This design comes from an exercise in tuning for small area on the open sky130 flow, not from production work. No functional check of the RTL was part of any run shown here. Power and IR drop assume default switching activity.

`flow/flow/run.sh`:
```
#!/bin/bash
# Layout flow: the standard flow (standard.sh, unchanged synthesis), with
# the ports buffered by the smallest buffer and no dummy loads on the clock tree.
set -euo pipefail
bash standard.sh \
  BUFFER_PORTS_ARGS="-buffer_cell sky130_fd_sc_hd__buf_1" \
  CTS_ARGS="-sink_clustering_enable -repair_clock_nets -buf_list {sky130_fd_sc_hd__clkbuf_4 sky130_fd_sc_hd__clkbuf_8} -dont_use_dummy_load" \
  finish > flow.log 2>&1
```
`flow/standard.sh`:
```
#!/bin/bash
# synth_recipe.tcl (not shown) runs the flow's synth.tcl, then flattens the netlist and writes it again
# the make line also repeats each setting of config.mk as NAME=value (left out here)
make -C /OpenROAD-flow-scripts/flow DESIGN_CONFIG=/design/flow/config.mk WORK_HOME=/design/flow/orfs CLKGATE_MAP_FILE= SYNTH_SCRIPT=/design/flow/synth_recipe.tcl "${@:-finish}"
```
`flow/config.mk`:
```
export PLATFORM = sky130hd
export DESIGN_NAME = fir
export DESIGN_NICKNAME = fir
export VERILOG_FILES = /design/flow/design.v
export SDC_FILE = /design/flow/constraint.sdc
export NUM_CORES = 4
export LEC_CHECK = 0
export CAP_MARGIN = 20
export CORE_MARGIN = 2
export CORE_UTILIZATION = 60
export CTS_BUF_LIST = sky130_fd_sc_hd__clkbuf_4 sky130_fd_sc_hd__clkbuf_8
export GPL_ROUTABILITY_DRIVEN = 0
export GPL_TIMING_DRIVEN = 0
export PLACE_DENSITY = 0.7
export SLEW_MARGIN = 20
export SYNTH_HIERARCHICAL = 1
export SYNTH_MINIMUM_KEEP_SIZE = 0
```
`flow/constraint.sdc`:
```
create_clock -name core_clock -period 6.5 [get_ports {clk}]
set_input_delay 1.3000 -clock core_clock [delete_from_list [all_inputs] [get_ports {clk}]]
set_output_delay 1.3000 -clock core_clock [all_outputs]
set_load 0.01 [all_outputs]
```
`flow/design.v`:
```
module dff(clk, reset, d, q);
input clk;
input reset;
input  [15:0] d;
output [15:0] q; 
reg    [15:0] q_r;
always @(posedge clk)
begin
    if(reset)
        q_r <= 0;
    else
        q_r <= d;
end
assign q = q_r; 
endmodule
module fir(clk, din, reset, dout);
input clk;
input signed [7:0] din;
input reset;
output signed [15:0] dout;
reg [7:0] x1;
reg [7:0] x2;
reg [7:0] x3;
reg [7:0] x4;
reg [7:0] x5;
reg [7:0] x6;
reg [7:0] x7;
reg [7:0] x8;
reg [7:0] x9;
reg [7:0] x10;
reg [7:0] x11;
reg [7:0] x12;
wire [3:0] rn, rp;
iv ri0 (.a(reset), .y(rn[0]));
iv rj0 (.a(rn[0]), .y(rp[0]));
iv ri1 (.a(reset), .y(rn[1]));
iv rj1 (.a(rn[1]), .y(rp[1]));
iv ri2 (.a(reset), .y(rn[2]));
iv rj2 (.a(rn[2]), .y(rp[2]));
iv ri3 (.a(reset), .y(rn[3]));
iv rj3 (.a(rn[3]), .y(rp[3]));
wire [7:0] d1;
an r1 (.a(rn[0]), .b(din[0]), .y(d1[0]));
an r2 (.a(rn[0]), .b(din[1]), .y(d1[1]));
an r3 (.a(rn[1]), .b(din[2]), .y(d1[2]));
an r4 (.a(rn[1]), .b(din[3]), .y(d1[3]));
an r5 (.a(rn[2]), .b(din[4]), .y(d1[4]));
an r6 (.a(rn[2]), .b(din[5]), .y(d1[5]));
an r7 (.a(rn[3]), .b(din[6]), .y(d1[6]));
an r8 (.a(rn[3]), .b(din[7]), .y(d1[7]));
wire [7:0] d2;
nd r9 (.a(rn[0]), .b(x1[0]), .y(d2[0]));
nd r10 (.a(rn[0]), .b(x1[1]), .y(d2[1]));
nd r11 (.a(rn[1]), .b(x1[2]), .y(d2[2]));
nd r12 (.a(rn[1]), .b(x1[3]), .y(d2[3]));
nd r13 (.a(rn[2]), .b(x1[4]), .y(d2[4]));
nd r14 (.a(rn[2]), .b(x1[5]), .y(d2[5]));
nd r15 (.a(rn[3]), .b(x1[6]), .y(d2[6]));
an r16 (.a(rn[3]), .b(x1[7]), .y(d2[7]));
wire [7:0] d3;
nr r17 (.a(rp[0]), .b(x2[0]), .y(d3[0]));
nr r18 (.a(rp[0]), .b(x2[1]), .y(d3[1]));
nr r19 (.a(rp[1]), .b(x2[2]), .y(d3[2]));
nr r20 (.a(rp[1]), .b(x2[3]), .y(d3[3]));
nr r21 (.a(rp[2]), .b(x2[4]), .y(d3[4]));
nr r22 (.a(rp[2]), .b(x2[5]), .y(d3[5]));
nr r23 (.a(rp[3]), .b(x2[6]), .y(d3[6]));
nd r24 (.a(rn[3]), .b(x2[7]), .y(d3[7]));
wire [7:0] d4;
nd r25 (.a(rn[0]), .b(x3[0]), .y(d4[0]));
nd r26 (.a(rn[0]), .b(x3[1]), .y(d4[1]));
nd r27 (.a(rn[1]), .b(x3[2]), .y(d4[2]));
nd r28 (.a(rn[1]), .b(x3[3]), .y(d4[3]));
nd r29 (.a(rn[2]), .b(x3[4]), .y(d4[4]));
nd r30 (.a(rn[2]), .b(x3[5]), .y(d4[5]));
nd r31 (.a(rn[3]), .b(x3[6]), .y(d4[6]));
nr r32 (.a(rp[3]), .b(x3[7]), .y(d4[7]));
wire [7:0] d5;
nr r33 (.a(rp[0]), .b(x4[0]), .y(d5[0]));
nr r34 (.a(rp[0]), .b(x4[1]), .y(d5[1]));
nr r35 (.a(rp[1]), .b(x4[2]), .y(d5[2]));
nr r36 (.a(rp[1]), .b(x4[3]), .y(d5[3]));
nr r37 (.a(rp[2]), .b(x4[4]), .y(d5[4]));
nr r38 (.a(rp[2]), .b(x4[5]), .y(d5[5]));
nr r39 (.a(rp[3]), .b(x4[6]), .y(d5[6]));
nd r40 (.a(rn[3]), .b(x4[7]), .y(d5[7]));
wire [7:0] d6;
nd r41 (.a(rn[0]), .b(x5[0]), .y(d6[0]));
nd r42 (.a(rn[0]), .b(x5[1]), .y(d6[1]));
nd r43 (.a(rn[1]), .b(x5[2]), .y(d6[2]));
nd r44 (.a(rn[1]), .b(x5[3]), .y(d6[3]));
nd r45 (.a(rn[2]), .b(x5[4]), .y(d6[4]));
nd r46 (.a(rn[2]), .b(x5[5]), .y(d6[5]));
nd r47 (.a(rn[3]), .b(x5[6]), .y(d6[6]));
nr r48 (.a(rp[3]), .b(x5[7]), .y(d6[7]));
wire [7:0] d7;
nr r49 (.a(rp[0]), .b(x6[0]), .y(d7[0]));
nr r50 (.a(rp[0]), .b(x6[1]), .y(d7[1]));
nr r51 (.a(rp[1]), .b(x6[2]), .y(d7[2]));
nr r52 (.a(rp[1]), .b(x6[3]), .y(d7[3]));
nr r53 (.a(rp[2]), .b(x6[4]), .y(d7[4]));
nr r54 (.a(rp[2]), .b(x6[5]), .y(d7[5]));
nr r55 (.a(rp[3]), .b(x6[6]), .y(d7[6]));
nd r56 (.a(rn[3]), .b(x6[7]), .y(d7[7]));
wire [7:0] d8;
nd r57 (.a(rn[0]), .b(x7[0]), .y(d8[0]));
nd r58 (.a(rn[0]), .b(x7[1]), .y(d8[1]));
nd r59 (.a(rn[1]), .b(x7[2]), .y(d8[2]));
nd r60 (.a(rn[1]), .b(x7[3]), .y(d8[3]));
nd r61 (.a(rn[2]), .b(x7[4]), .y(d8[4]));
nd r62 (.a(rn[2]), .b(x7[5]), .y(d8[5]));
nd r63 (.a(rn[3]), .b(x7[6]), .y(d8[6]));
nr r64 (.a(rp[3]), .b(x7[7]), .y(d8[7]));
wire [7:0] d9;
nr r65 (.a(rp[0]), .b(x8[0]), .y(d9[0]));
nr r66 (.a(rp[0]), .b(x8[1]), .y(d9[1]));
nr r67 (.a(rp[1]), .b(x8[2]), .y(d9[2]));
nr r68 (.a(rp[1]), .b(x8[3]), .y(d9[3]));
nr r69 (.a(rp[2]), .b(x8[4]), .y(d9[4]));
nr r70 (.a(rp[2]), .b(x8[5]), .y(d9[5]));
nr r71 (.a(rp[3]), .b(x8[6]), .y(d9[6]));
nd r72 (.a(rn[3]), .b(x8[7]), .y(d9[7]));
wire [7:0] d10;
nd r73 (.a(rn[0]), .b(x9[0]), .y(d10[0]));
nd r74 (.a(rn[0]), .b(x9[1]), .y(d10[1]));
nd r75 (.a(rn[1]), .b(x9[2]), .y(d10[2]));
nd r76 (.a(rn[1]), .b(x9[3]), .y(d10[3]));
nd r77 (.a(rn[2]), .b(x9[4]), .y(d10[4]));
nd r78 (.a(rn[2]), .b(x9[5]), .y(d10[5]));
nd r79 (.a(rn[3]), .b(x9[6]), .y(d10[6]));
nr r80 (.a(rp[3]), .b(x9[7]), .y(d10[7]));
wire [7:0] d11;
nr r81 (.a(rp[0]), .b(x10[0]), .y(d11[0]));
nr r82 (.a(rp[0]), .b(x10[1]), .y(d11[1]));
nr r83 (.a(rp[1]), .b(x10[2]), .y(d11[2]));
nr r84 (.a(rp[1]), .b(x10[3]), .y(d11[3]));
nr r85 (.a(rp[2]), .b(x10[4]), .y(d11[4]));
nr r86 (.a(rp[2]), .b(x10[5]), .y(d11[5]));
nr r87 (.a(rp[3]), .b(x10[6]), .y(d11[6]));
nd r88 (.a(rn[3]), .b(x10[7]), .y(d11[7]));
wire [7:0] d12;
nd r89 (.a(rn[0]), .b(x11[0]), .y(d12[0]));
nd r90 (.a(rn[0]), .b(x11[1]), .y(d12[1]));
an r91 (.a(rn[1]), .b(x11[2]), .y(d12[2]));
nd r92 (.a(rn[1]), .b(x11[3]), .y(d12[3]));
nd r93 (.a(rn[2]), .b(x11[4]), .y(d12[4]));
nd r94 (.a(rn[2]), .b(x11[5]), .y(d12[5]));
nd r95 (.a(rn[3]), .b(x11[6]), .y(d12[6]));
nr r96 (.a(rp[3]), .b(x11[7]), .y(d12[7]));
always @(posedge clk) begin
  x1 <= d1;
  x2 <= d2;
  x3 <= d3;
  x4 <= d4;
  x5 <= d5;
  x6 <= d6;
  x7 <= d7;
  x8 <= d8;
  x9 <= d9;
  x10 <= d10;
  x11 <= d11;
  x12 <= d12;
end
wire s1;
wire c2;
wire s3;
wire c4;
wire s5;
wire c6;
wire s7;
wire c8;
wire s9;
wire c10;
wire s11;
wire c12;
wire s13;
wire c14;
wire s15;
wire c16;
wire s17;
wire c18;
wire n19;
wire s20;
wire c21;
wire s22;
wire c23;
wire s24;
wire c25;
wire s26;
wire c27;
wire s28;
wire c29;
wire s30;
wire c31;
wire s32;
wire c33;
wire s34;
wire c35;
wire s36;
wire c37;
wire s38;
wire c39;
wire s40;
wire c41;
wire s42;
wire c43;
wire s44;
wire c45;
wire s46;
wire c47;
wire s48;
wire c49;
wire s50;
wire c51;
wire n52;
wire s53;
wire c54;
wire s55;
wire c56;
wire n57;
wire s58;
wire c59;
wire n60;
wire s61;
wire c62;
wire s63;
wire c64;
wire n65;
wire s66;
wire c67;
wire s68;
wire c69;
wire s70;
wire c71;
wire s72;
wire c73;
wire s74;
wire c75;
wire s76;
wire c77;
wire n78;
wire s79;
wire c80;
wire s81;
wire c82;
wire s83;
wire c84;
wire s85;
wire c86;
wire s87;
wire c88;
wire s89;
wire c90;
wire n91;
wire s92;
wire c93;
wire n94;
wire s95;
wire c96;
wire s97;
wire c98;
wire s99;
wire c100;
wire s101;
wire c102;
wire n103;
wire s104;
wire c105;
wire s106;
wire c107;
wire s108;
wire c109;
wire s110;
wire c111;
wire n112;
wire s113;
wire c114;
wire s115;
wire c116;
wire s117;
wire c118;
wire s119;
wire c120;
wire s121;
wire c122;
wire n123;
wire s124;
wire c125;
wire s126;
wire c127;
wire s128;
wire c129;
wire n130;
wire s131;
wire c132;
wire s133;
wire c134;
wire s135;
wire c136;
wire s137;
wire c138;
wire s139;
wire c140;
wire s141;
wire c142;
wire s143;
wire c144;
wire s145;
wire c146;
wire s147;
wire c148;
wire s149;
wire c150;
wire n151;
wire s152;
wire c153;
wire s154;
wire c155;
wire s156;
wire c157;
wire s158;
wire c159;
wire s160;
wire c161;
wire s162;
wire c163;
wire s164;
wire c165;
wire s166;
wire c167;
wire n168;
wire s169;
wire c170;
wire s171;
wire c172;
wire s173;
wire c174;
wire s175;
wire c176;
wire s177;
wire c178;
wire s179;
wire c180;
wire s181;
wire c182;
wire s183;
wire c184;
wire s185;
wire c186;
wire s187;
wire c188;
wire s189;
wire c190;
wire s191;
wire c192;
wire n193;
wire s194;
wire c195;
wire s196;
wire c197;
wire s198;
wire c199;
wire s200;
wire c201;
wire s202;
wire c203;
wire n204;
wire s205;
wire c206;
wire s207;
wire c208;
wire s209;
wire c210;
wire n211;
wire s212;
wire c213;
wire s214;
wire c215;
wire s216;
wire c217;
wire s218;
wire c219;
wire s220;
wire c221;
wire s222;
wire c223;
wire s224;
wire c225;
wire n226;
wire s227;
wire c228;
wire s229;
wire c230;
wire s231;
wire c232;
wire s233;
wire c234;
wire s235;
wire c236;
wire s237;
wire c238;
wire n239;
wire s240;
wire c241;
wire s242;
wire c243;
wire n244;
wire s245;
wire c246;
wire s247;
wire c248;
wire s249;
wire c250;
wire s251;
wire c252;
wire s253;
wire c254;
wire s255;
wire c256;
wire n257;
wire s258;
wire c259;
wire s260;
wire c261;
wire s262;
wire c263;
wire s264;
wire c265;
wire s266;
wire c267;
wire s268;
wire c269;
wire s270;
wire c271;
wire s272;
wire c273;
wire s274;
wire c275;
wire n276;
wire s277;
wire c278;
wire s279;
wire c280;
wire s281;
wire c282;
wire s283;
wire c284;
wire s285;
wire c286;
wire s287;
wire c288;
wire n289;
wire s290;
wire c291;
wire n292;
wire s293;
wire c294;
wire n295;
wire s296;
wire c297;
wire s298;
wire c299;
wire s300;
wire c301;
wire n302;
wire s303;
wire c304;
wire n305;
wire s306;
wire c307;
wire n308;
wire s309;
wire c310;
wire n311;
wire s312;
wire c313;
wire s314;
wire c315;
wire n316;
wire s317;
wire c318;
wire s319;
wire c320;
wire s321;
wire c322;
wire s323;
wire c324;
wire s325;
wire c326;
wire s327;
wire c328;
wire n329;
wire s330;
wire c331;
wire n332;
wire s333;
wire c334;
wire g335;
wire g336;
wire p337;
wire g338;
wire p339;
wire g340;
wire p341;
wire g342;
wire g343;
wire g344;
wire p345;
wire g346;
wire p347;
wire g348;
wire g349;
wire g350;
wire g351;
wire g352;
wire g353;
wire s354;
wire s355;
wire s356;
wire s357;
wire s358;
wire s359;
wire s360;
wire s361;
ha u2 (.a(x3[0]), .b(x9[0]), .s(s1), .co(c2));
fa u4 (.a(x3[1]), .b(x9[1]), .ci(c2), .s(s3), .co(c4));
fa u6 (.a(x3[2]), .b(x9[2]), .ci(c4), .s(s5), .co(c6));
fa u8 (.a(x3[3]), .b(x9[3]), .ci(c6), .s(s7), .co(c8));
fa u10 (.a(x3[4]), .b(x9[4]), .ci(c8), .s(s9), .co(c10));
fa u12 (.a(x3[5]), .b(x9[5]), .ci(c10), .s(s11), .co(c12));
fa u14 (.a(x3[6]), .b(x9[6]), .ci(c12), .s(s13), .co(c14));
fa u16 (.a(x3[7]), .b(x9[7]), .ci(c14), .s(s15), .co(c16));
xr u18 (.a(x4[0]), .b(x8[0]), .y(s17));
nr v18 (.a(x4[0]), .b(x8[0]), .y(c18));
assign n19 = ~c18;
fa u21 (.a(x4[1]), .b(x8[1]), .ci(n19), .s(s20), .co(c21));
fa u23 (.a(x4[2]), .b(x8[2]), .ci(c21), .s(s22), .co(c23));
fa u25 (.a(x4[3]), .b(x8[3]), .ci(c23), .s(s24), .co(c25));
fa u27 (.a(x4[4]), .b(x8[4]), .ci(c25), .s(s26), .co(c27));
fa u29 (.a(x4[5]), .b(x8[5]), .ci(c27), .s(s28), .co(c29));
fa u31 (.a(x4[6]), .b(x8[6]), .ci(c29), .s(s30), .co(c31));
fa u33 (.a(x4[7]), .b(x8[7]), .ci(c31), .s(s32), .co(c33));
ha u35 (.a(x5[0]), .b(x7[0]), .s(s34), .co(c35));
fa u37 (.a(x5[1]), .b(x7[1]), .ci(c35), .s(s36), .co(c37));
fa u39 (.a(x5[2]), .b(x7[2]), .ci(c37), .s(s38), .co(c39));
fa u41 (.a(x5[3]), .b(x7[3]), .ci(c39), .s(s40), .co(c41));
fa u43 (.a(x5[4]), .b(x7[4]), .ci(c41), .s(s42), .co(c43));
fa u45 (.a(x5[5]), .b(x7[5]), .ci(c43), .s(s44), .co(c45));
fa u47 (.a(x5[6]), .b(x7[6]), .ci(c45), .s(s46), .co(c47));
fa u49 (.a(x5[7]), .b(x7[7]), .ci(c47), .s(s48), .co(c49));
fa u51 (.a(x12[0]), .b(x6[0]), .ci(s17), .s(s50), .co(c51));
assign n52 = ~s50;
fa u54 (.a(s1), .b(n52), .ci(din[0]), .s(s53), .co(c54));
xr u56 (.a(x12[1]), .b(x1[0]), .y(s55));
nr v56 (.a(x12[1]), .b(x1[0]), .y(c56));
assign n57 = ~x6[1];
fa u59 (.a(x2[0]), .b(x10[0]), .ci(n57), .s(s58), .co(c59));
assign n60 = ~x11[0];
fa u62 (.a(n60), .b(s55), .ci(s34), .s(s61), .co(c62));
fa u64 (.a(s3), .b(s20), .ci(s61), .s(s63), .co(c64));
assign n65 = ~c51;
fa u67 (.a(s58), .b(n65), .ci(din[1]), .s(s66), .co(c67));
fa u69 (.a(c54), .b(s63), .ci(s66), .s(s68), .co(c69));
fa u71 (.a(x12[2]), .b(x2[1]), .ci(x10[1]), .s(s70), .co(c71));
fa u73 (.a(x1[1]), .b(x11[1]), .ci(x6[2]), .s(s72), .co(c73));
fa u75 (.a(x6[0]), .b(c56), .ci(s17), .s(s74), .co(c75));
fa u77 (.a(c59), .b(s70), .ci(s36), .s(s76), .co(c77));
assign n78 = ~s72;
fa u80 (.a(n78), .b(c62), .ci(din[2]), .s(s79), .co(c80));
fa u82 (.a(s74), .b(s5), .ci(s76), .s(s81), .co(c82));
fa u84 (.a(s22), .b(c67), .ci(s79), .s(s83), .co(c84));
fa u86 (.a(c64), .b(s81), .ci(c69), .s(s85), .co(c86));
xr u88 (.a(s83), .b(s85), .y(s87));
nr v88 (.a(s83), .b(s85), .y(c88));
fa u90 (.a(x12[3]), .b(x1[2]), .ci(x11[2]), .s(s89), .co(c90));
assign n91 = ~x6[3];
fa u93 (.a(x2[2]), .b(x10[2]), .ci(n91), .s(s92), .co(c93));
assign n94 = ~c73;
fa u96 (.a(x6[1]), .b(s1), .ci(n94), .s(s95), .co(c96));
fa u98 (.a(c71), .b(s92), .ci(c75), .s(s97), .co(c98));
fa u100 (.a(s34), .b(s89), .ci(s20), .s(s99), .co(c100));
fa u102 (.a(s95), .b(c77), .ci(s38), .s(s101), .co(c102));
assign n103 = ~s99;
fa u105 (.a(din[3]), .b(c80), .ci(n103), .s(s104), .co(c105));
fa u107 (.a(s97), .b(s24), .ci(c82), .s(s106), .co(c107));
fa u109 (.a(s7), .b(s101), .ci(c84), .s(s108), .co(c109));
fa u111 (.a(s104), .b(s106), .ci(s108), .s(s110), .co(c111));
assign n112 = ~c88;
fa u114 (.a(c86), .b(n112), .ci(s110), .s(s113), .co(c114));
fa u116 (.a(x12[4]), .b(x1[3]), .ci(x11[3]), .s(s115), .co(c116));
fa u118 (.a(x2[3]), .b(x10[3]), .ci(x6[2]), .s(s117), .co(c118));
fa u120 (.a(x6[4]), .b(c90), .ci(s115), .s(s119), .co(c120));
fa u122 (.a(c93), .b(s117), .ci(din[4]), .s(s121), .co(c122));
assign n123 = ~s36;
fa u125 (.a(s3), .b(n123), .ci(c98), .s(s124), .co(c125));
fa u127 (.a(s119), .b(c100), .ci(s22), .s(s126), .co(c127));
fa u129 (.a(s121), .b(s40), .ci(s124), .s(s128), .co(c129));
assign n130 = ~s126;
fa u132 (.a(c96), .b(c102), .ci(n130), .s(s131), .co(c132));
fa u134 (.a(c105), .b(s26), .ci(c107), .s(s133), .co(c134));
fa u136 (.a(s9), .b(s128), .ci(c109), .s(s135), .co(c136));
fa u138 (.a(s131), .b(s133), .ci(c111), .s(s137), .co(c138));
fa u140 (.a(s135), .b(c114), .ci(s137), .s(s139), .co(c140));
fa u142 (.a(x12[5]), .b(x1[4]), .ci(x11[4]), .s(s141), .co(c142));
fa u144 (.a(x2[4]), .b(x10[4]), .ci(x6[3]), .s(s143), .co(c144));
fa u146 (.a(s34), .b(c116), .ci(s141), .s(s145), .co(c146));
fa u148 (.a(c118), .b(s143), .ci(din[5]), .s(s147), .co(c148));
fa u150 (.a(x6[5]), .b(c120), .ci(s145), .s(s149), .co(c150));
assign n151 = ~s38;
fa u153 (.a(s5), .b(n151), .ci(c122), .s(s152), .co(c153));
fa u155 (.a(s24), .b(s149), .ci(c127), .s(s154), .co(c155));
fa u157 (.a(s147), .b(s152), .ci(s42), .s(s156), .co(c157));
fa u159 (.a(c125), .b(c129), .ci(c132), .s(s158), .co(c159));
fa u161 (.a(s11), .b(s28), .ci(c134), .s(s160), .co(c161));
fa u163 (.a(s156), .b(c136), .ci(s158), .s(s162), .co(c163));
fa u165 (.a(s160), .b(c138), .ci(s162), .s(s164), .co(c165));
fa u167 (.a(c140), .b(s164), .ci(s139), .s(s166), .co(c167));
assign n168 = ~s166;
ha u170 (.a(s154), .b(n168), .s(s169), .co(c170));
fa u172 (.a(x12[6]), .b(x1[5]), .ci(x11[5]), .s(s171), .co(c172));
fa u174 (.a(x2[5]), .b(x6[0]), .ci(x6[4]), .s(s173), .co(c174));
fa u176 (.a(x6[6]), .b(c142), .ci(s171), .s(s175), .co(c176));
fa u178 (.a(x10[5]), .b(c144), .ci(din[6]), .s(s177), .co(c178));
fa u180 (.a(s36), .b(c146), .ci(s175), .s(s179), .co(c180));
fa u182 (.a(s173), .b(c148), .ci(s177), .s(s181), .co(c182));
fa u184 (.a(c150), .b(s40), .ci(s179), .s(s183), .co(c184));
fa u186 (.a(s7), .b(c153), .ci(s181), .s(s185), .co(c186));
fa u188 (.a(s26), .b(c155), .ci(s183), .s(s187), .co(c188));
fa u190 (.a(s44), .b(c157), .ci(c159), .s(s189), .co(c190));
fa u192 (.a(s13), .b(s30), .ci(c161), .s(s191), .co(c192));
assign n193 = ~s187;
fa u195 (.a(s185), .b(n193), .ci(c163), .s(s194), .co(c195));
fa u197 (.a(s191), .b(c165), .ci(s194), .s(s196), .co(c197));
fa u199 (.a(s189), .b(s196), .ci(c167), .s(s198), .co(c199));
xr u201 (.a(x12[7]), .b(x1[6]), .y(s200));
nr v201 (.a(x12[7]), .b(x1[6]), .y(c201));
fa u203 (.a(x2[6]), .b(x10[6]), .ci(x6[5]), .s(s202), .co(c203));
assign n204 = ~s200;
fa u206 (.a(x11[6]), .b(x6[7]), .ci(n204), .s(s205), .co(c206));
fa u208 (.a(x6[1]), .b(c174), .ci(s202), .s(s207), .co(c208));
fa u210 (.a(c172), .b(din[7]), .ci(c176), .s(s209), .co(c210));
assign n211 = ~s205;
fa u213 (.a(n211), .b(s207), .ci(c178), .s(s212), .co(c213));
fa u215 (.a(s38), .b(c180), .ci(s209), .s(s214), .co(c215));
fa u217 (.a(c182), .b(s212), .ci(s9), .s(s216), .co(c217));
fa u219 (.a(s42), .b(c184), .ci(s214), .s(s218), .co(c219));
fa u221 (.a(s28), .b(c188), .ci(s218), .s(s220), .co(c221));
fa u223 (.a(c186), .b(s46), .ci(c190), .s(s222), .co(c223));
fa u225 (.a(s15), .b(s32), .ci(c192), .s(s224), .co(c225));
assign n226 = ~s220;
fa u228 (.a(s216), .b(n226), .ci(c195), .s(s227), .co(c228));
fa u230 (.a(s222), .b(s227), .ci(c197), .s(s229), .co(c230));
fa u232 (.a(s224), .b(s229), .ci(c199), .s(s231), .co(c232));
fa u234 (.a(x1[7]), .b(x2[7]), .ci(x10[7]), .s(s233), .co(c234));
fa u236 (.a(x6[2]), .b(x6[6]), .ci(c201), .s(s235), .co(c236));
fa u238 (.a(c203), .b(s233), .ci(s235), .s(s237), .co(c238));
assign n239 = ~c208;
fa u241 (.a(x11[7]), .b(c206), .ci(n239), .s(s240), .co(c241));
fa u243 (.a(c210), .b(s40), .ci(s240), .s(s242), .co(c243));
assign n244 = ~c215;
fa u246 (.a(s237), .b(c213), .ci(n244), .s(s245), .co(c246));
fa u248 (.a(s242), .b(s44), .ci(c219), .s(s247), .co(c248));
fa u250 (.a(s11), .b(c217), .ci(s245), .s(s249), .co(c250));
fa u252 (.a(s30), .b(s247), .ci(c221), .s(s251), .co(c252));
fa u254 (.a(s249), .b(c33), .ci(s48), .s(s253), .co(c254));
fa u256 (.a(c16), .b(c223), .ci(c225), .s(s255), .co(c256));
assign n257 = ~s251;
fa u259 (.a(n257), .b(s253), .ci(c228), .s(s258), .co(c259));
fa u261 (.a(s255), .b(s258), .ci(c230), .s(s260), .co(c261));
fa u263 (.a(x6[3]), .b(x6[7]), .ci(c236), .s(s262), .co(c263));
fa u265 (.a(c234), .b(s262), .ci(c238), .s(s264), .co(c265));
fa u267 (.a(c241), .b(s42), .ci(c243), .s(s266), .co(c267));
fa u269 (.a(s264), .b(c246), .ci(s13), .s(s268), .co(c269));
fa u271 (.a(s266), .b(s46), .ci(c248), .s(s270), .co(c271));
fa u273 (.a(c250), .b(c49), .ci(s268), .s(s272), .co(c273));
fa u275 (.a(s32), .b(s270), .ci(c252), .s(s274), .co(c275));
assign n276 = ~s274;
fa u278 (.a(s272), .b(n276), .ci(c256), .s(s277), .co(c278));
fa u280 (.a(c254), .b(c259), .ci(s277), .s(s279), .co(c280));
fa u282 (.a(x6[4]), .b(c263), .ci(c265), .s(s281), .co(c282));
fa u284 (.a(s44), .b(c267), .ci(c33), .s(s283), .co(c284));
fa u286 (.a(s281), .b(s15), .ci(c269), .s(s285), .co(c286));
fa u288 (.a(s48), .b(c271), .ci(s283), .s(s287), .co(c288));
assign n289 = ~c275;
fa u291 (.a(c273), .b(s285), .ci(n289), .s(s290), .co(c291));
assign n292 = ~s287;
fa u294 (.a(n292), .b(s290), .ci(c278), .s(s293), .co(c294));
assign n295 = ~s46;
fa u297 (.a(x6[5]), .b(c282), .ci(n295), .s(s296), .co(c297));
fa u299 (.a(c16), .b(s296), .ci(c286), .s(s298), .co(c299));
fa u301 (.a(c49), .b(c284), .ci(c288), .s(s300), .co(c301));
assign n302 = ~s300;
fa u304 (.a(s298), .b(c291), .ci(n302), .s(s303), .co(c304));
assign n305 = ~s48;
fa u307 (.a(x6[6]), .b(n305), .ci(c297), .s(s306), .co(c307));
assign n308 = ~c301;
fa u310 (.a(s306), .b(c299), .ci(n308), .s(s309), .co(c310));
assign n311 = ~x6[7];
xr u313 (.a(n311), .b(c49), .y(s312));
nr v313 (.a(n311), .b(c49), .y(c313));
xr u315 (.a(s312), .b(c307), .y(s314));
nr v315 (.a(s312), .b(c307), .y(c315));
assign n316 = ~s198;
ha u318 (.a(c170), .b(n316), .s(s317), .co(c318));
xr u320 (.a(c232), .b(s260), .y(s319));
nr v320 (.a(c232), .b(s260), .y(c320));
xr u322 (.a(c261), .b(s279), .y(s321));
nr v322 (.a(c261), .b(s279), .y(c322));
xr u324 (.a(c280), .b(s293), .y(s323));
nr v324 (.a(c280), .b(s293), .y(c324));
xr u326 (.a(c294), .b(s303), .y(s325));
nr v326 (.a(c294), .b(s303), .y(c326));
xr u328 (.a(c304), .b(s309), .y(s327));
nr v328 (.a(c304), .b(s309), .y(c328));
assign n329 = ~c310;
ha u331 (.a(s314), .b(n329), .s(s330), .co(c331));
assign n332 = ~c313;
ha u334 (.a(n332), .b(c315), .s(s333), .co(c334));
assign g335 = 1'b0 | (~s231 & c318);
assign g336 = c322 | (s321 & c320);
assign p337 = s321 & s319;
assign g338 = c326 | (s325 & c324);
assign p339 = s325 & s323;
assign g340 = c331 | (s330 & c328);
assign p341 = s330 & s327;
assign g342 = c320 | (s319 & g335);
assign g343 = g336 | (p337 & g335);
assign g344 = c328 | (s327 & g338);
assign p345 = s327 & p339;
assign g346 = g340 | (p341 & g338);
assign p347 = p341 & p339;
assign g348 = c324 | (s323 & g343);
assign g349 = g338 | (p339 & g343);
assign g350 = g344 | (p345 & g343);
assign g351 = g346 | (p347 & g343);
assign g352 = c334 | (s333 & g351);
assign g353 = c334 | (s333 & g351);
xr w354 (.a(s231), .b(c318), .y(s354));
xn w355 (.a(s319), .b(g335), .y(s355));
xn w356 (.a(s321), .b(g342), .y(s356));
xn w357 (.a(s323), .b(g343), .y(s357));
xn w358 (.a(s325), .b(g348), .y(s358));
xn w359 (.a(s327), .b(g349), .y(s359));
xn w360 (.a(s330), .b(g350), .y(s360));
xn w361 (.a(s333), .b(g351), .y(s361));
reg [15:0] y;
wire [15:0] dy;
nr r97 (.a(rp[0]), .b(s53), .y(dy[0]));
nr r98 (.a(rp[0]), .b(s68), .y(dy[1]));
an r99 (.a(rn[0]), .b(s87), .y(dy[2]));
nr r100 (.a(rp[0]), .b(s113), .y(dy[3]));
an r101 (.a(rn[1]), .b(s139), .y(dy[4]));
an r102 (.a(rn[1]), .b(s169), .y(dy[5]));
an r103 (.a(rn[1]), .b(s317), .y(dy[6]));
nr r104 (.a(rp[1]), .b(s354), .y(dy[7]));
nr r105 (.a(rp[2]), .b(s355), .y(dy[8]));
nr r106 (.a(rp[2]), .b(s356), .y(dy[9]));
nr r107 (.a(rp[2]), .b(s357), .y(dy[10]));
nr r108 (.a(rp[2]), .b(s358), .y(dy[11]));
nr r109 (.a(rp[3]), .b(s359), .y(dy[12]));
nr r110 (.a(rp[3]), .b(s360), .y(dy[13]));
nr r111 (.a(rp[3]), .b(s361), .y(dy[14]));
nr r112 (.a(rp[3]), .b(g352), .y(dy[15]));
always @(posedge clk) begin
  y <= dy;
end
assign dout = y;
endmodule
module fa(a, b, ci, s, co);
input a, b, ci;
output s, co;
assign s = a ^ b ^ ci;
assign co = (a & b) | (a & ci) | (b & ci);
endmodule
module iv(a, y);
input a;
output y;
assign y = ~a;
endmodule
module xr(a, b, y);
input a, b;
output y;
assign y = a ^ b;
endmodule
module xn(a, b, y);
input a, b;
output y;
assign y = ~(a ^ b);
endmodule
module nr(a, b, y);
input a, b;
output y;
assign y = ~(a | b);
endmodule
module nd(a, b, y);
input a, b;
output y;
assign y = ~(a & b);
endmodule
module an(a, b, y);
input a, b;
output y;
assign y = a & b;
endmodule
module og(a, b, y);
input a, b;
output y;
assign y = a | b;
endmodule
module ha(a, b, s, co);
input a, b;
output s, co;
assign s = a ^ b;
assign co = a & b;
endmodule
```
==> results.json, run 1 <==
{
  "status": "no timing/DRC/antenna violations",
  "period_share_pct": 96.4,
  "hold_start": "x5[0]",
  "dr.pass1.iters": 4,
  "hold_path_depth": 1,
  "die_x_um": 104,
  "top_level_ports": 26,
  "place_inst": 613,
  "skew_ps": 27.0,
  "hold_path.class": "flop to flop",
  "ant_nets": 0,
  "fp.dieArea_sq_um": 10700,
  "drc": 0,
  "critPathLaunchType": "flop",
  "layoutNonFillerInstCount": 625,
  "netlist_area_sq_um": 5950,
  "vias_per_cell": 5.00,
  "clkSinkCount": 112,
  "cts_buffer_depth": 2,
  "r2r_slack_ps": 240,
  "grt_pass1_wl_mm": 17.7,
  "stdcell_area_sq_um": 6460,
  "max_slew.worst_pin.slew_ps": 539,
  "ys_seq_area_share_pct": 37.7,
  "peakVddDrop_mv": 0.390,
  "avgSynthCellArea_sq_um": 13.1,
  "wire_per_inst_um": 16.9,
  "power_density_nw_per_um2": 387,
  "syn2layout_area_growth_pct": 8.60,
  "crit_path_top_delay_cell": "fa_1",
  "synth_top_cell_by_area": "fa_1",
  "drv_slew": 0,
  "dpl_worst_slack_ps": -214,
  "reg2regPathDepth": 18,
  "fin_nets": 644,
  "synth_area_leaders": "fa_1 (45%), dfxtp_1 (38%), nor2_1 (4.0%)",
  "grt_pass1_vias": 3549,
  "std_cell_rows": 36,
  "antenna_found_initial": 0,
  "die-height_um": 104,
  "timing.fmax_ghz": 0.160,
  "cp_slowest_stage_delay_ps": 550,
  "required_ps": 6750,
  "r2r_end": "y[14]",
  "num_antenna_cells": 0,
  "coreArea_sq_um": 9680,
  "dr_total_vias": 3122,
  "leakage_nw": 2.52,
  "gr-total-overflow": 0,
  "worstSkewPairLatency_ps": 400,
  "grt_usage_pct": 22.3,
  "wl_mm": 10.5,
  "tritoncts": "done",
  "crit_top_cell": "fa_1",
  "drtIter0Drc": 115,
  "dpl_cell_area_sq_um": 6210,
  "port_buffers": 25,
  "final-setup-viol-count": 0,
  "synth_seq_cells": 112,
  "min_period_ps": 6260,
  "postSynthCellCount": 455,
  "ys_types": 25,
  "yosysWarnings": 7,
  "initial_core_util_pct": 61.5,
  "maxCapViolations": 0,
  "r2r-start": "x3[0]",
  "hpwl_mm": 9.03,
  "slew_headroom_pct": 64.0,
  "critPathArrivalTime_ps": 6520,
  "setup_tns_ps": 0,
  "cts-root-buf": "clkbuf_8",
  "n_fill_cell": 725,
  "cp_cell_sequence": "ha_1 -> fa_1 -> fa_1 -> fa_2 -> fa_2 -> fa_2 -> fa_2 -> fa_1 -> fa_2 -> fa_1 -> fa_1 -> fa_1 -> xor2_2 -> nand4b_1 -> a21oi_2 -> or3_4 -> xnor2_2 -> nor2_1",
  "clkTransAtPathRegs_ps": 90,
  "drive_gt1_share_pct": 9.76,
  "yosysTopAreaCellShare_pct": 45.1,
  "cts_max_level": 3,
  "cts_inserted_buffers": 9,
  "rsz0062_at_grt": "no",
  "grt_max_degree": 22,
  "cts_hold_buf": 0,
  "worstPathMaxFanout": 4,
  "timing.final.ws_setup_ps": 237,
  "critical_path_class": "flop to flop",
  "crit_path_end_kind": "flop",
  "hold_viol": 0,
  "min_to": "x6[0]",
  "syn_nets": 605
}
[Yosys stat by module (local to each module, per instance)]
module,cell area (sq um),cells
nd,3.75,1
fir,2500,165
iv,3.75,1
ha,12.5,1
xr,8.76,1
xn,8.76,1
fa,20.0,1
nr,3.75,1
an,6.26,1
[worst max path at each step]
stage	start	to	slack, ps	cells after the start
6_report	x3[0]	y[14]	240	18
2_1_floorplan	x5[0]	y[13]	260	18
5_1_grt	x3[0]	y[13]	30	18
3_5_place_dp	x5[0]	y[13]	-210	18
3_3_place_gp	x5[0]	y[13]	-120	18
4_1_cts	x8[0]	y[14]	8	19
[logic make-up after synthesis]
kind of cell               Yosys count  synth area share, %
AOI/OAI and AO/OA                   10                 1.26
DFF                                112                 37.7
xor gates and xnor gates            19                 2.80
buffers and inverters               41                 2.59
adders and majority gates          140                 46.3
and+or+nand+nor                    133                 9.35
[critical path, delay by kind of cell, from the launching register on]
family	cells	cell delay [ps]
flops	1	330
compound gates	1	230
simple gates	3	410
fa+ha+maj	12	4800
xor+xnor	2	350
[cell type report]
type                    count  area (sq um)  area share [%]
clock buffers               9           124            1.92
inverters                  41           154            2.38
multi-input cells         302          3660            56.6
flip-flops and latches    112          2240            34.7
well taps                 133           166            2.57
repair buffers             28           116            1.80
[synthesized netlist by cell type]
master and n:
nand4_1 1, inv_1 41, ha_1 6, nand4b_1 1, nand3b_1 1, o21ai_0 2, nand2b_1 1, o32a_1 1
fa_1 134, a21o_1 1, and2_1 14, a211oi_2 1, a21o_2 1, a31o_2 1, nor2b_1 1, xor2_1 12
nand2_1 47, xnor2_1 7, dfxtp_1 112, or3_1 1, or2_2 1, a22oi_1 1, nor2_1 64, a21oi_1 2
nor3_1 1
[stage by stage]
step	hold slack, ps	utilization (%)	total power, mW
2_1_floorplan	358	-	1.84
3_3_place_gp	367	64.1	2.03
3_5_place_dp	377	64.1	2.06
4_1_cts	395	66.1	2.44
5_1_grt	408	66.7	2.74
6_report	392	66.7	2.50
[cells in the final DEF (no fill, tap or decap), types with 2 or more instances in the layout]
master	instances
fa_2	22
nand2_1	47
xor2_2	3
buf_4	3
xor2_1	9
ha_1	6
xnor2_1	6
a21oi_2	2
inv_1	41
dfxtp_1	110
nor2_1	64
fa_1	112
dfxtp_2	2
and2_1	14
buf_1	25
clkbuf_8	9
[metal layers]
metal | part of all wire [%] | vias to the layer above | global-route usage (%) | routed length, um
li1 | - | 1433 | - | -
met1 | 42 | 1619 | 28.4 | 4410
met2 | 53 | 59 | 37.7 | 5580
met3 | 3.8 | 11 | 5.66 | 402
met4 | 1.4 | 0 | 7.14 | 146
met5 | 0 | - | 0 | 0
[registers in the layout, summed over array words and instances, names as in the netlist]
name  cells
x10       8
x9        8
x2        8
x8        8
x1        8
x4        8
y        16
x6        8
x3        8
x7        8
x12       8
x5        8
x11       8
[timing repair]
item,CTS,global route
setup buffers,1,2
pin swaps,4,11
endpoints found under the hold margin,0,0
cloned,0,0
setup endpoints to repair,5,5
gates resized for setup,16,17
[where the power goes]
group	switching, mW	leakage, nW	total (mW)	internal (mW)
sequential	0.0154	0.912	0.761	0.746
combinational	0.719	1.55	1.41	0.693
clock	0.206	0.0647	0.331	0.125
==> run 2: changes to the inputs <==
--- a/flow/design.v
+++ b/flow/design.v
@@ -30,123 +30,117 @@
 reg [7:0] x10;
 reg [7:0] x11;
 reg [7:0] x12;
-wire [3:0] rn, rp;
+wire [0:0] rn, rp;
 iv ri0 (.a(reset), .y(rn[0]));
 iv rj0 (.a(rn[0]), .y(rp[0]));
-iv ri1 (.a(reset), .y(rn[1]));
-iv rj1 (.a(rn[1]), .y(rp[1]));
-iv ri2 (.a(reset), .y(rn[2]));
-iv rj2 (.a(rn[2]), .y(rp[2]));
-iv ri3 (.a(reset), .y(rn[3]));
-iv rj3 (.a(rn[3]), .y(rp[3]));
 wire [7:0] d1;
 an r1 (.a(rn[0]), .b(din[0]), .y(d1[0]));
 an r2 (.a(rn[0]), .b(din[1]), .y(d1[1]));
-an r3 (.a(rn[1]), .b(din[2]), .y(d1[2]));
-an r4 (.a(rn[1]), .b(din[3]), .y(d1[3]));
-an r5 (.a(rn[2]), .b(din[4]), .y(d1[4]));
-an r6 (.a(rn[2]), .b(din[5]), .y(d1[5]));
-an r7 (.a(rn[3]), .b(din[6]), .y(d1[6]));
-an r8 (.a(rn[3]), .b(din[7]), .y(d1[7]));
+an r3 (.a(rn[0]), .b(din[2]), .y(d1[2]));
+an r4 (.a(rn[0]), .b(din[3]), .y(d1[3]));
+an r5 (.a(rn[0]), .b(din[4]), .y(d1[4]));
+an r6 (.a(rn[0]), .b(din[5]), .y(d1[5]));
+an r7 (.a(rn[0]), .b(din[6]), .y(d1[6]));
+an r8 (.a(rn[0]), .b(din[7]), .y(d1[7]));
 wire [7:0] d2;
 nd r9 (.a(rn[0]), .b(x1[0]), .y(d2[0]));
 nd r10 (.a(rn[0]), .b(x1[1]), .y(d2[1]));
-nd r11 (.a(rn[1]), .b(x1[2]), .y(d2[2]));
-nd r12 (.a(rn[1]), .b(x1[3]), .y(d2[3]));
-nd r13 (.a(rn[2]), .b(x1[4]), .y(d2[4]));
-nd r14 (.a(rn[2]), .b(x1[5]), .y(d2[5]));
-nd r15 (.a(rn[3]), .b(x1[6]), .y(d2[6]));
-an r16 (.a(rn[3]), .b(x1[7]), .y(d2[7]));
+nd r11 (.a(rn[0]), .b(x1[2]), .y(d2[2]));
+nd r12 (.a(rn[0]), .b(x1[3]), .y(d2[3]));
+nd r13 (.a(rn[0]), .b(x1[4]), .y(d2[4]));
+nd r14 (.a(rn[0]), .b(x1[5]), .y(d2[5]));
+nd r15 (.a(rn[0]), .b(x1[6]), .y(d2[6]));
+an r16 (.a(rn[0]), .b(x1[7]), .y(d2[7]));
 wire [7:0] d3;
 nr r17 (.a(rp[0]), .b(x2[0]), .y(d3[0]));
 nr r18 (.a(rp[0]), .b(x2[1]), .y(d3[1]));
-nr r19 (.a(rp[1]), .b(x2[2]), .y(d3[2]));
-nr r20 (.a(rp[1]), .b(x2[3]), .y(d3[3]));
-nr r21 (.a(rp[2]), .b(x2[4]), .y(d3[4]));
-nr r22 (.a(rp[2]), .b(x2[5]), .y(d3[5]));
-nr r23 (.a(rp[3]), .b(x2[6]), .y(d3[6]));
-nd r24 (.a(rn[3]), .b(x2[7]), .y(d3[7]));
+nr r19 (.a(rp[0]), .b(x2[2]), .y(d3[2]));
+nr r20 (.a(rp[0]), .b(x2[3]), .y(d3[3]));
+nr r21 (.a(rp[0]), .b(x2[4]), .y(d3[4]));
+nr r22 (.a(rp[0]), .b(x2[5]), .y(d3[5]));
+nr r23 (.a(rp[0]), .b(x2[6]), .y(d3[6]));
+nd r24 (.a(rn[0]), .b(x2[7]), .y(d3[7]));
 wire [7:0] d4;
 nd r25 (.a(rn[0]), .b(x3[0]), .y(d4[0]));
 nd r26 (.a(rn[0]), .b(x3[1]), .y(d4[1]));
-nd r27 (.a(rn[1]), .b(x3[2]), .y(d4[2]));
-nd r28 (.a(rn[1]), .b(x3[3]), .y(d4[3]));
-nd r29 (.a(rn[2]), .b(x3[4]), .y(d4[4]));
-nd r30 (.a(rn[2]), .b(x3[5]), .y(d4[5]));
-nd r31 (.a(rn[3]), .b(x3[6]), .y(d4[6]));
-nr r32 (.a(rp[3]), .b(x3[7]), .y(d4[7]));
+nd r27 (.a(rn[0]), .b(x3[2]), .y(d4[2]));
+nd r28 (.a(rn[0]), .b(x3[3]), .y(d4[3]));
+nd r29 (.a(rn[0]), .b(x3[4]), .y(d4[4]));
+nd r30 (.a(rn[0]), .b(x3[5]), .y(d4[5]));
+nd r31 (.a(rn[0]), .b(x3[6]), .y(d4[6]));
+nr r32 (.a(rp[0]), .b(x3[7]), .y(d4[7]));
 wire [7:0] d5;
 nr r33 (.a(rp[0]), .b(x4[0]), .y(d5[0]));
 nr r34 (.a(rp[0]), .b(x4[1]), .y(d5[1]));
-nr r35 (.a(rp[1]), .b(x4[2]), .y(d5[2]));
-nr r36 (.a(rp[1]), .b(x4[3]), .y(d5[3]));
-nr r37 (.a(rp[2]), .b(x4[4]), .y(d5[4]));
-nr r38 (.a(rp[2]), .b(x4[5]), .y(d5[5]));
-nr r39 (.a(rp[3]), .b(x4[6]), .y(d5[6]));
-nd r40 (.a(rn[3]), .b(x4[7]), .y(d5[7]));
+nr r35 (.a(rp[0]), .b(x4[2]), .y(d5[2]));
+nr r36 (.a(rp[0]), .b(x4[3]), .y(d5[3]));
+nr r37 (.a(rp[0]), .b(x4[4]), .y(d5[4]));
+nr r38 (.a(rp[0]), .b(x4[5]), .y(d5[5]));
+nr r39 (.a(rp[0]), .b(x4[6]), .y(d5[6]));
+nd r40 (.a(rn[0]), .b(x4[7]), .y(d5[7]));
 wire [7:0] d6;
 nd r41 (.a(rn[0]), .b(x5[0]), .y(d6[0]));
 nd r42 (.a(rn[0]), .b(x5[1]), .y(d6[1]));
-nd r43 (.a(rn[1]), .b(x5[2]), .y(d6[2]));
-nd r44 (.a(rn[1]), .b(x5[3]), .y(d6[3]));
-nd r45 (.a(rn[2]), .b(x5[4]), .y(d6[4]));
-nd r46 (.a(rn[2]), .b(x5[5]), .y(d6[5]));
-nd r47 (.a(rn[3]), .b(x5[6]), .y(d6[6]));
-nr r48 (.a(rp[3]), .b(x5[7]), .y(d6[7]));
+nd r43 (.a(rn[0]), .b(x5[2]), .y(d6[2]));
+nd r44 (.a(rn[0]), .b(x5[3]), .y(d6[3]));
+nd r45 (.a(rn[0]), .b(x5[4]), .y(d6[4]));
+nd r46 (.a(rn[0]), .b(x5[5]), .y(d6[5]));
+nd r47 (.a(rn[0]), .b(x5[6]), .y(d6[6]));
+nr r48 (.a(rp[0]), .b(x5[7]), .y(d6[7]));
 wire [7:0] d7;
 nr r49 (.a(rp[0]), .b(x6[0]), .y(d7[0]));
 nr r50 (.a(rp[0]), .b(x6[1]), .y(d7[1]));
-nr r51 (.a(rp[1]), .b(x6[2]), .y(d7[2]));
-nr r52 (.a(rp[1]), .b(x6[3]), .y(d7[3]));
-nr r53 (.a(rp[2]), .b(x6[4]), .y(d7[4]));
-nr r54 (.a(rp[2]), .b(x6[5]), .y(d7[5]));
-nr r55 (.a(rp[3]), .b(x6[6]), .y(d7[6]));
-nd r56 (.a(rn[3]), .b(x6[7]), .y(d7[7]));
+nr r51 (.a(rp[0]), .b(x6[2]), .y(d7[2]));
+nr r52 (.a(rp[0]), .b(x6[3]), .y(d7[3]));
+nr r53 (.a(rp[0]), .b(x6[4]), .y(d7[4]));
+nr r54 (.a(rp[0]), .b(x6[5]), .y(d7[5]));
+nr r55 (.a(rp[0]), .b(x6[6]), .y(d7[6]));
+nd r56 (.a(rn[0]), .b(x6[7]), .y(d7[7]));
 wire [7:0] d8;
 nd r57 (.a(rn[0]), .b(x7[0]), .y(d8[0]));
 nd r58 (.a(rn[0]), .b(x7[1]), .y(d8[1]));
-nd r59 (.a(rn[1]), .b(x7[2]), .y(d8[2]));
-nd r60 (.a(rn[1]), .b(x7[3]), .y(d8[3]));
-nd r61 (.a(rn[2]), .b(x7[4]), .y(d8[4]));
-nd r62 (.a(rn[2]), .b(x7[5]), .y(d8[5]));
-nd r63 (.a(rn[3]), .b(x7[6]), .y(d8[6]));
-nr r64 (.a(rp[3]), .b(x7[7]), .y(d8[7]));
+nd r59 (.a(rn[0]), .b(x7[2]), .y(d8[2]));
+nd r60 (.a(rn[0]), .b(x7[3]), .y(d8[3]));
+nd r61 (.a(rn[0]), .b(x7[4]), .y(d8[4]));
+nd r62 (.a(rn[0]), .b(x7[5]), .y(d8[5]));
+nd r63 (.a(rn[0]), .b(x7[6]), .y(d8[6]));
+nr r64 (.a(rp[0]), .b(x7[7]), .y(d8[7]));
 wire [7:0] d9;
 nr r65 (.a(rp[0]), .b(x8[0]), .y(d9[0]));
 nr r66 (.a(rp[0]), .b(x8[1]), .y(d9[1]));
-nr r67 (.a(rp[1]), .b(x8[2]), .y(d9[2]));
-nr r68 (.a(rp[1]), .b(x8[3]), .y(d9[3]));
-nr r69 (.a(rp[2]), .b(x8[4]), .y(d9[4]));
-nr r70 (.a(rp[2]), .b(x8[5]), .y(d9[5]));
-nr r71 (.a(rp[3]), .b(x8[6]), .y(d9[6]));
-nd r72 (.a(rn[3]), .b(x8[7]), .y(d9[7]));
+nr r67 (.a(rp[0]), .b(x8[2]), .y(d9[2]));
+nr r68 (.a(rp[0]), .b(x8[3]), .y(d9[3]));
+nr r69 (.a(rp[0]), .b(x8[4]), .y(d9[4]));
+nr r70 (.a(rp[0]), .b(x8[5]), .y(d9[5]));
+nr r71 (.a(rp[0]), .b(x8[6]), .y(d9[6]));
+nd r72 (.a(rn[0]), .b(x8[7]), .y(d9[7]));
 wire [7:0] d10;
 nd r73 (.a(rn[0]), .b(x9[0]), .y(d10[0]));
 nd r74 (.a(rn[0]), .b(x9[1]), .y(d10[1]));
-nd r75 (.a(rn[1]), .b(x9[2]), .y(d10[2]));
-nd r76 (.a(rn[1]), .b(x9[3]), .y(d10[3]));
-nd r77 (.a(rn[2]), .b(x9[4]), .y(d10[4]));
-nd r78 (.a(rn[2]), .b(x9[5]), .y(d10[5]));
-nd r79 (.a(rn[3]), .b(x9[6]), .y(d10[6]));
-nr r80 (.a(rp[3]), .b(x9[7]), .y(d10[7]));
+nd r75 (.a(rn[0]), .b(x9[2]), .y(d10[2]));
+nd r76 (.a(rn[0]), .b(x9[3]), .y(d10[3]));
+nd r77 (.a(rn[0]), .b(x9[4]), .y(d10[4]));
+nd r78 (.a(rn[0]), .b(x9[5]), .y(d10[5]));
+nd r79 (.a(rn[0]), .b(x9[6]), .y(d10[6]));
+nr r80 (.a(rp[0]), .b(x9[7]), .y(d10[7]));
 wire [7:0] d11;
 nr r81 (.a(rp[0]), .b(x10[0]), .y(d11[0]));
 nr r82 (.a(rp[0]), .b(x10[1]), .y(d11[1]));
-nr r83 (.a(rp[1]), .b(x10[2]), .y(d11[2]));
-nr r84 (.a(rp[1]), .b(x10[3]), .y(d11[3]));
-nr r85 (.a(rp[2]), .b(x10[4]), .y(d11[4]));
-nr r86 (.a(rp[2]), .b(x10[5]), .y(d11[5]));
-nr r87 (.a(rp[3]), .b(x10[6]), .y(d11[6]));
-nd r88 (.a(rn[3]), .b(x10[7]), .y(d11[7]));
+nr r83 (.a(rp[0]), .b(x10[2]), .y(d11[2]));
+nr r84 (.a(rp[0]), .b(x10[3]), .y(d11[3]));
+nr r85 (.a(rp[0]), .b(x10[4]), .y(d11[4]));
+nr r86 (.a(rp[0]), .b(x10[5]), .y(d11[5]));
+nr r87 (.a(rp[0]), .b(x10[6]), .y(d11[6]));
+nd r88 (.a(rn[0]), .b(x10[7]), .y(d11[7]));
 wire [7:0] d12;
 nd r89 (.a(rn[0]), .b(x11[0]), .y(d12[0]));
 nd r90 (.a(rn[0]), .b(x11[1]), .y(d12[1]));
-an r91 (.a(rn[1]), .b(x11[2]), .y(d12[2]));
-nd r92 (.a(rn[1]), .b(x11[3]), .y(d12[3]));
-nd r93 (.a(rn[2]), .b(x11[4]), .y(d12[4]));
-nd r94 (.a(rn[2]), .b(x11[5]), .y(d12[5]));
-nd r95 (.a(rn[3]), .b(x11[6]), .y(d12[6]));
-nr r96 (.a(rp[3]), .b(x11[7]), .y(d12[7]));
+an r91 (.a(rn[0]), .b(x11[2]), .y(d12[2]));
+nd r92 (.a(rn[0]), .b(x11[3]), .y(d12[3]));
+nd r93 (.a(rn[0]), .b(x11[4]), .y(d12[4]));
+nd r94 (.a(rn[0]), .b(x11[5]), .y(d12[5]));
+nd r95 (.a(rn[0]), .b(x11[6]), .y(d12[6]));
+nr r96 (.a(rp[0]), .b(x11[7]), .y(d12[7]));
 always @(posedge clk) begin
   x1 <= d1;
   x2 <= d2;
@@ -749,18 +743,18 @@
 nr r98 (.a(rp[0]), .b(s68), .y(dy[1]));
 an r99 (.a(rn[0]), .b(s87), .y(dy[2]));
 nr r100 (.a(rp[0]), .b(s113), .y(dy[3]));
-an r101 (.a(rn[1]), .b(s139), .y(dy[4]));
-an r102 (.a(rn[1]), .b(s169), .y(dy[5]));
-an r103 (.a(rn[1]), .b(s317), .y(dy[6]));
-nr r104 (.a(rp[1]), .b(s354), .y(dy[7]));
-nr r105 (.a(rp[2]), .b(s355), .y(dy[8]));
-nr r106 (.a(rp[2]), .b(s356), .y(dy[9]));
-nr r107 (.a(rp[2]), .b(s357), .y(dy[10]));
-nr r108 (.a(rp[2]), .b(s358), .y(dy[11]));
-nr r109 (.a(rp[3]), .b(s359), .y(dy[12]));
-nr r110 (.a(rp[3]), .b(s360), .y(dy[13]));
-nr r111 (.a(rp[3]), .b(s361), .y(dy[14]));
-nr r112 (.a(rp[3]), .b(g352), .y(dy[15]));
+an r101 (.a(rn[0]), .b(s139), .y(dy[4]));
+an r102 (.a(rn[0]), .b(s169), .y(dy[5]));
+an r103 (.a(rn[0]), .b(s317), .y(dy[6]));
+nr r104 (.a(rp[0]), .b(s354), .y(dy[7]));
+nr r105 (.a(rp[0]), .b(s355), .y(dy[8]));
+nr r106 (.a(rp[0]), .b(s356), .y(dy[9]));
+nr r107 (.a(rp[0]), .b(s357), .y(dy[10]));
+nr r108 (.a(rp[0]), .b(s358), .y(dy[11]));
+nr r109 (.a(rp[0]), .b(s359), .y(dy[12]));
+nr r110 (.a(rp[0]), .b(s360), .y(dy[13]));
+nr r111 (.a(rp[0]), .b(s361), .y(dy[14]));
+nr r112 (.a(rp[0]), .b(g352), .y(dy[15]));
 always @(posedge clk) begin
   y <= dy;
 end
==> run 2 against run 1 <==
Net effect: critical path type unchanged; fmax down 0.66%; still clean; power down 1.5%; critical endpoint unchanged; clock power is essentially flat.
==> results.json, run 2 <==
{
  "grt_usage_pct": 23.6,
  "reg2regPathDepth": 18,
  "std_cell_rows": 36,
  "yosys-top-cells-count": "fa_1 (134), dfxtp_1 (112), nor2_1 (64)",
  "skew_ps": 21.2,
  "clkTransAtPathRegs_ps": 90,
  "clkSinkCount": 112,
  "hold_viol": 0,
  "crit_path_top_delay_cell": "fa_1",
  "layout_common_cells": "fa_1 (111), dfxtp_1 (110), nor2_1 (64)",
  "r2r-start": "x3[0]",
  "cts_inserted_buffers": 9,
  "timing.final.ws_setup_ps": 195,
  "syn2layout_area_growth_pct": 9.64,
  "finalPower_mw": 2.47,
  "yosysTopAreaCellShare_pct": 45.2,
  "max_slew.worst_pin.slew_ps": 440,
  "status": "no timing/DRC/antenna violations",
  "slew_headroom_pct": 70.6,
  "synth_area_leaders": "fa_1 (45%), dfxtp_1 (38%), nor2_1 (4.1%)",
  "cts-root-buf": "clkbuf_8",
  "period_share_pct": 97.0,
  "drtIter0Drc": 64,
  "min_period_ps": 6310,
  "final-setup-viol-count": 0,
  "final_common_cell": "fa_1",
  "min_to": "x12[5]",
  "top_level_ports": 26,
  "dpl_worst_slack_ps": -261,
  "postSynthCellCount": 449,
  "largest_reg_flops": 16,
  "critPathArrivalTime_ps": 6570,
  "avgSynthCellArea_sq_um": 13.2,
  "cts_buffer_depth": 2,
  "crit_top_cell": "fa_2",
  "num_antenna_cells": 0,
  "syn_nets": 599,
  "wire_per_inst_um": 16.8,
  "die-height_um": 103,
  "peakVddDrop_mv": 0.250,
  "crit_buf_inv": 0,
  "hold_path_depth": 1,
  "ant_nets": 0,
  "synthArstFlopShare_pct": 0,
  "cts_max_level": 3,
  "antenna_found_initial": 0,
  "hold_path.class": "flop to flop",
  "tritoncts": "done",
  "critPathLaunchType": "flop",
  "hold_start": "x11[5]",
  "grt_max_degree": 44,
  "fp.dieArea_sq_um": 10700,
  "required_ps": 6760,
  "dr_total_vias": 3109,
  "maxCapViolations": 0,
  "gr-total-overflow": 0,
  "synth_seq_cells": 112,
  "drv_slew": 0,
  "critical_path_class": "flop to flop",
  "grt_pass1_wl_mm": 17.7,
  "power_density_nw_per_um2": 379,
  "initial_core_util_pct": 61.2,
  "dr.pass1.iters": 4,
  "worstPathMaxFanout": 4,
  "ys_types": 25,
  "synth-edff-count": 0,
  "port_buffers": 25,
  "drive_gt1_share_pct": 11.2,
  "cp_slowest_stage_delay_ps": 510,
  "cp_cell_sequence": "ha_1 -> fa_1 -> fa_2 -> fa_1 -> fa_2 -> fa_2 -> fa_2 -> fa_2 -> fa_1 -> fa_1 -> fa_1 -> fa_2 -> xor2_2 -> a21oi_2 -> a21oi_2 -> or3_1 -> xnor2_1 -> nor2_1",
  "netlist_area_sq_um": 5930,
  "r2r_slack_ps": 190,
  "coreArea_sq_um": 9680,
  "regMostFlops": "y",
  "hpwl_mm": 8.78,
  "path_delay_family": "adder cells",
  "vias_per_cell": 4.97,
  "grt_pass1_vias": 3515,
  "synth_top_cell_by_area": "fa_1",
  "fin_nets": 644,
  "wl_mm": 10.5,
  "timing.fmax_ghz": 0.159,
  "leakage_nw": 2.52,
  "ys_seq_area_share_pct": 37.8,
  "r2r_end": "y[14]",
  "worstSkewPairLatency_ps": 390,
  "synth_most_common_cell": "fa_1",
  "synth-main-ff-cell": "dfxtp_1",
  "yosysWarnings": 7,
  "die_x_um": 103,
  "drc": 0,
  "crit_path_end_kind": "flop",
  "n_fill_cell": 719
}
run 2: worst register-to-register path: stages (launching register included):
cell and delay, ps:
dfxtp_1 330, ha_1 250, fa_1 420, fa_2 370, fa_1 400, fa_2 380
fa_2 350, fa_2 470, fa_2 420, fa_1 380, fa_1 390, fa_1 510
fa_2 470, xor2_2 220, a21oi_2 190, a21oi_2 90, or3_1 360, xnor2_1 160
nor2_1 60
run 2: cells by family (layout without fill, tap and decap cells):
kind of cell | after synthesis | count (layout) | synth area share, %
flip-flops | 112 | 112 | 37.8
AO/OA/AOI/OAI | 10 | 10 | 1.27
XOR/XNOR | 19 | 19 | 2.81
adder cells (fa/ha/maj) | 140 | 140 | 46.5
buffers and inverters | 35 | 78 | 2.22
AND/OR/NAND/NOR | 133 | 133 | 9.39
run 2: cell type report:
class	instances	area, sq um	area share [%]
clock buffers	9	124	1.91
inverters	35	131	2.02
multi-input cells	302	3650	56.1
flip-flops and latches	112	2240	34.5
well taps	133	166	2.56
repair buffers	34	186	2.87
run 2: timing repair:
item                       in CTS  in global routing
buffers inserted                2                  5
hold buffers                    0                  0
setup endpoints to repair       5                  5
pin swaps                       4                  7
resized for setup              12                 20
gates cloned                    0                  0
run 2: worst max-delay path by stage:
| stage | start | end | slack, ps | cells past startpoint |
|---|---|---|---|---|
| finish | x3[0] | y[14] | 190 | 18 |
| CTS | x5[0] | y[14] | 7 | 18 |
| detailed placement | x3[0] | y[13] | -260 | 18 |
| global placement | x3[0] | y[13] | -180 | 18 |
| floorplan | x5[0] | y[13] | 220 | 18 |
| global route | x3[0] | y[14] | -1 | 18 |
run 2: report_power, final:
group | internal [mW] | switching [mW]
clock network | 0.125 | 0.204
registers | 0.746 | 0.0156
logic | 0.683 | 0.693
total | 1.55 | 0.913
run 2: per-stage QoR:
step | hold slack [ps] | util [%] | cells | TNS (ps) | instance area (sq um)
final | 379 | 67.1 | 625 | 0 | 6500
after global routing | 395 | 67.1 | 625 | -1.36 | 6500
after CTS | 379 | 66.2 | 620 | 0 | 6410
after detailed placement | 379 | 64.3 | 609 | -784 | 6230
after global placement | 365 | 63.9 | 607 | -489 | 6190
after floorplan | 358 | - | 449 | 0 | 5930
run 2: modules after synthesis, one instance, submodules excluded, a selection:
module  flip-flops and latches  cell area, sq um  times used
fa                           0              20.0         134
ha                           0              12.5           6
nd                           0              3.75          46
nr                           0              3.75          63
xn                           0              8.76           7
xr                           0              8.76          12
run 2: metal layers:
layer	track usage, %	routed length, um
met4	9.21	298
met5	0	0
met3	6.18	377
met1	28.3	4130
met2	41.0	5670

## re-timing with driven ports
How much do the figures lean on ideal ports? The routed layouts below were timed once more, with nothing changed but the port constraints.
Step 1, drivers: a clkbuf_16 drives clk and a buf_2 each remaining input, both assumed.
Step 2 times the ports against the registers' clock, not the clock port: input delays grow and output delays shrink by t, the midpoint of the rising clock arrivals with the driver on.
Three values: ideal, step 1, step 2; two values: the first two.
run | t, ns | slack for setup (ns) | hold slack, ns | slew at the worst register clock pin (ns) | cell pins on the clock port's net
run 1 | 0.414 | 0.237 / 0.237 / 0.015 | 0.392 / 0.392 / 0.392 | 0.11 / 0.11 | 1
run 2 | 0.414 | 0.195 / 0.195 / 0.045 | 0.379 / 0.379 / 0.379 | 0.10 / 0.10 | 1
After both steps setup and hold are still met in every run listed. For run 1, which loses most, drivers alone change the setup slack by 0.000 ns; drivers and shift together by -0.222 ns.
